This is an optimization exercise on Yosys and OpenROAD, whose aim is small area, a short achievable clock period and few clock cycles per item, not a production implementation.
Function was checked by simulation only, so behaviour that the tests miss may differ from the original.

Setup of the previous run:
==> flow/design.v <==
module svmstorage #(parameter W = 10, parameter DEPTH = 1) (
    input                  clk,
    input                  en,
    input      [W-1:0]     din,
    output     [W-1:0]     tail,
    output     [W-1:0]     pre
);
reg [W-1:0] q [0:DEPTH-1];
integer n;
always @(posedge clk)
    if (en) begin
        q[0] <= din;
        for (n = 1; n < DEPTH; n = n + 1)
            q[n] <= q[n-1];
    end
assign tail = q[DEPTH-1];
assign pre  = q[(DEPTH > 1) ? DEPTH-2 : 0];
endmodule
module testDataModule (
    input              pass,
    input              dbl,
    input              ng,
    input      [10:0]  v,
    output     [11:0]  u
);
wire [11:0] vs  = {v[10], v};
wire [11:0] mag = ({12{pass}} & vs) | ({12{dbl}} & {vs[10:0], 1'b0});
wire [11:0] t   = mag ^ {12{ng}};
assign u = {~t[11], t[10:0]};
endmodule
module fsm_Hand(clk,rst,start,ready,result,write1,write2,SVMin,datain);
input clk,rst,start;
input write1;
input write2;
input signed [8:0] SVMin;
input signed [1:0] datain;
output result;
output ready;
reg ready;
reg result;
localparam IDLE = 2'd0, LW = 2'd1, LX = 2'd2, CP = 2'd3;
reg [1:0] st;
reg [3:0] row, col, k;
wire wbeat = (st == LW) & write1;
wire xbeat = (st == LX) & write2;
reg fin;
always @(posedge clk or negedge rst)
    if (!rst) begin
        st <= IDLE; ready <= 1'b0;
    end else
        case (st)
        IDLE: if (start) begin
                st <= LW; ready <= 1'b0;
              end
        LW:   if (write1 && row == 4'd10 && col == 4'd10) st <= LX;
        LX:   if (write2 && k == 4'd10) st <= CP;
        CP:   if (fin) begin
                ready <= 1'b1;
                st    <= IDLE;
              end
        endcase
always @(posedge clk) begin
    if (st == IDLE) begin
        row <= 4'd0; col <= 4'd0; k <= 4'd0;
    end else begin
        if (wbeat) begin
            if (col == 4'd10) begin
                col <= 4'd0; row <= row + 4'd1;
            end else
                col <= col + 4'd1;
        end
        if (xbeat) k <= k + 4'd1;
    end
end
reg [1:0] xv [0:9];
reg [3:0] negs;
wire dm1 = datain[0];
wire dm2 = datain[1] & ~datain[0];
wire ds  = datain[1];
always @(posedge clk) begin : xh
    integer i;
    for (i = 0; i <= 9; i = i + 1)
        if (xbeat && k == i) xv[i] <= datain;
    if (st == IDLE) negs <= 4'd0;
    else if (xbeat) negs <= negs + {3'd0, ds};
end
genvar g;
reg [8:0]  Wq;
reg [9:0]  en;
reg        den;
reg        rot;
reg        pend0;               
reg [9:0]  rtail;
reg [9:0]  tp, td, tn;          
reg        kp, kd, kn;          
reg [3:0]  nneg;                
reg        vA, first, last;
always @(posedge clk) begin : ctl
    integer i;
    Wq    <= SVMin;
    den   <= (wbeat & (col == row)) | xbeat;
    rot   <= col < row;
    pend0 <= wbeat & (row == 4'd0) & (col == 4'd10);
    for (i = 0; i <= 9; i = i + 1) begin
        en[i] <= (wbeat & (((row == i) & (col > i)) | ((row > i) & (col == i)))) | (xbeat & (k > i));
        tp[i] <= xbeat & (k > i) & xv[i][0];
        td[i] <= xbeat & (k > i) & xv[i][1] & ~xv[i][0];
        tn[i] <= xbeat & (k > i) & xv[i][1];
    end
    kp    <= xbeat & dm1;
    kd    <= xbeat & dm2;
    kn    <= xbeat & ds;
    nneg  <= xbeat ? negs + {3'd0, ds} : 4'd0;
    vA    <= xbeat;
    first <= xbeat & (k == 4'd0);
    last  <= xbeat & (k == 4'd10);
end
wire [9:0] tail [0:9];
wire [9:0] pre  [0:9];
wire [8:0] dtail;
reg [9:0] rnext;
always @* begin : rsel_mux
    integer i;
    rnext = 10'd0;
    for (i = 0; i <= 9; i = i + 1)
        rnext = rnext | ({10{col == i}} & ((i == 0 && pend0) ? pre[0] : tail[i]));
end
always @(posedge clk)
    rtail <= rnext;
wire [9:0] Wx = {Wq[8], Wq};
wire [9:0] head = rot ? (rtail + Wx) : Wx;
generate
    for (g = 0; g <= 9; g = g + 1) begin : row_q
        svmstorage #(.W(10), .DEPTH(10 - g)) q (.clk(clk), .en(en[g]), .din(head), .tail(tail[g]), .pre(pre[g]));
    end
endgenerate
svmstorage #(.W(9), .DEPTH(11)) dq (.clk(clk), .en(den), .din(Wq), .tail(dtail), .pre());
wire [11:0] u [0:10];
generate
    for (g = 0; g <= 9; g = g + 1) begin : term
        testDataModule t (.pass(tp[g]), .dbl(td[g]), .ng(tn[g]), .v({tail[g][9], tail[g]}), .u(u[g]));
    end
endgenerate
testDataModule td0 (.pass(kp), .dbl(kd), .ng(kn), .v({{2{dtail[8]}}, dtail}), .u(u[10]));
function [31:0] csa;            
    input [15:0] a, b, c;
    begin
        csa[15:0]  = a ^ b ^ c;
        csa[31:16] = {((a & b) | (a & c) | (b & c)), 1'b0};
    end
endfunction
wire [15:0] z [0:11];
generate
    for (g = 0; g <= 10; g = g + 1) begin : zx
        assign z[g] = {4'd0, u[g]};
    end
endgenerate
assign z[11] = {12'hA80, nneg};
wire [31:0] l1a = csa(z[0], z[1], z[2]);
wire [31:0] l1b = csa(z[3], z[4], z[5]);
wire [31:0] l1c = csa(z[6], z[7], z[8]);
wire [31:0] l1d = csa(z[9], z[10], z[11]);
wire [31:0] l2a = csa(l1a[15:0], l1a[31:16], l1b[15:0]);
wire [31:0] l2b = csa(l1b[31:16], l1c[15:0], l1c[31:16]);
reg [15:0] P [0:5];
reg        kpB, kdB, knB, vB, firstB, lastB;
always @(posedge clk) begin
    P[0] <= l2a[15:0]; P[1] <= l2a[31:16];
    P[2] <= l2b[15:0]; P[3] <= l2b[31:16];
    P[4] <= l1d[15:0]; P[5] <= l1d[31:16];
    kpB <= kp; kdB <= kd; knB <= kn;
    vB <= vA; firstB <= first; lastB <= last;
end
wire [31:0] m1a = csa(P[0], P[1], P[2]);
wire [31:0] m1b = csa(P[3], P[4], P[5]);
wire [31:0] m2  = csa(m1a[15:0], m1a[31:16], m1b[15:0]);
wire [31:0] m3  = csa(m2[15:0], m2[31:16], m1b[31:16]);
reg [15:0] Q0, Q1;
reg        kpC, kdC, knC, vC, firstC, lastC;
always @(posedge clk) begin
    Q0 <= m3[15:0]; Q1 <= m3[31:16];
    kpC <= kpB; kdC <= kdB; knC <= knB;
    vC <= vB; firstC <= firstB; lastC <= lastB;
end
wire [15:0] g0 = ({16{kpC}} & Q0) | ({16{kdC}} & {Q0[14:0], 1'b0});
wire [15:0] g1 = ({16{kpC}} & Q1) | ({16{kdC}} & {Q1[14:0], 1'b0});
wire [15:0] o0 = g0 ^ {16{knC}};
wire [15:0] o1 = g1 ^ {16{knC}};
reg  [15:0] Ss, Sc;
wire [15:0] s0 = firstC ? 16'd255 : Ss;
wire [15:0] c0 = firstC ? 16'd0   : Sc;
wire [31:0] n1 = csa(s0, c0, o0);
wire [31:0] n2 = csa(n1[15:0], {n1[31:17], knC}, o1);
always @(posedge clk)
    if (vC) begin
        Ss <= n2[15:0];
        Sc <= {n2[31:17], knC};
    end
always @(posedge clk) fin <= lastC;
wire [15:0] rp = Ss ^ Sc;
wire [15:0] rg = Ss & Sc;
wire        rzero = (rp == {(Ss[14:0] | Sc[14:0]), 1'b0});
reg  [14:0] G [0:4];
reg  [14:0] Pp [0:4];
always @* begin : ks
    integer lv, b, d;
    G[0] = rg[14:0]; Pp[0] = rp[14:0];
    for (lv = 1; lv <= 4; lv = lv + 1) begin
        d = 1 << (lv - 1);
        for (b = 0; b < 15; b = b + 1)
            if (b >= d) begin
                G[lv][b]  = G[lv-1][b] | (Pp[lv-1][b] & G[lv-1][b-d]);
                Pp[lv][b] = Pp[lv-1][b] & Pp[lv-1][b-d];
            end else begin
                G[lv][b]  = G[lv-1][b];
                Pp[lv][b] = Pp[lv-1][b];
            end
    end
end
wire rsign = rp[15] ^ G[4][14];
always @(posedge clk)
    result <= ~rsign & ~rzero;
endmodule
Settings: LEC_CHECK=0, CAP_MARGIN=20, CORE_MARGIN=2, CORE_UTILIZATION=65, CTS_CLUSTER_DIAMETER=60, CTS_CLUSTER_SIZE=30, SETUP_SLACK_MARGIN=4.65, SLEW_MARGIN=20; clock period 7.0 ns.
run.sh (not shown) runs the stock make flow with config.mk's settings and CLKGATE_MAP_FILE= SYNTH_SCRIPT=/design/flow/synth_recipe.tcl, a recipe that flattens the netlist after the stock synthesis.
Testbench counts of the previous run, summed over its fixed seeds: cycles 26,304, items 192.
diff inputs: the previous run => the current run
- a change of SETUP_SLACK_MARGIN from 4.65 to 4.55
--- outcome ---
The current run: flow completed, timing, DRC and antenna clean. Comparing sequential share of layout area for the previous run and the current run, the smaller number came from the previous run. Aggregate global-route resource usage (lower): the current run. Between the previous run and the current run, the final area is lower for the current run. Compared to the previous run, the routing of the current run uses less wire. Diff the previous run -> the current run: fraction of area in multi-input gates about even, count of clock-buffer cells in the layout saw a decrease, final clock period utilization by the worst path level, number of inverters outside the clock class in the layout stayed essentially flat, via count -about 1.1%. The run with more setup slack is the previous run; the current run has less.

-- afterwards: timing with drivers on the ports --
The results above use ideal ports. As a check the final layouts listed here were re-extracted and re-timed, cells and wires unchanged. Step 1 (the two cells are an assumption about what drives the block):
set clk [get_ports {clk}]
set_driving_cell -lib_cell sky130_fd_sc_hd__clkbuf_16 $clk
set_driving_cell -lib_cell sky130_fd_sc_hd__buf_2 [delete_from_list [all_inputs] $clk]
Step 2 adds t to the input delays and takes it off the output delays; t is the mean of the earliest and latest rising clock arrival at the registers after step 1. Input paths then give back, and output paths get back, about the clock's delay inside the block. Three values: ideal ports, drivers, drivers and shift; two values: the first two.
run | t (ns) | setup slack, ns | hold slack, ns | clock arrival spread, ns
the previous run | 0.678 | 4.446 / 4.388 / 4.021 | 0.334 / 0.334 / 0.334 | 0.055 / 0.056
the current run | 0.675 | 4.439 / 4.377 / 3.988 | 0.337 / 0.337 / 0.337 | 0.053 / 0.054
After both steps every run listed still meets setup and hold. The setup slack of the current run, which loses most, moves by -0.062 ns with the drivers and by -0.451 ns with both steps.
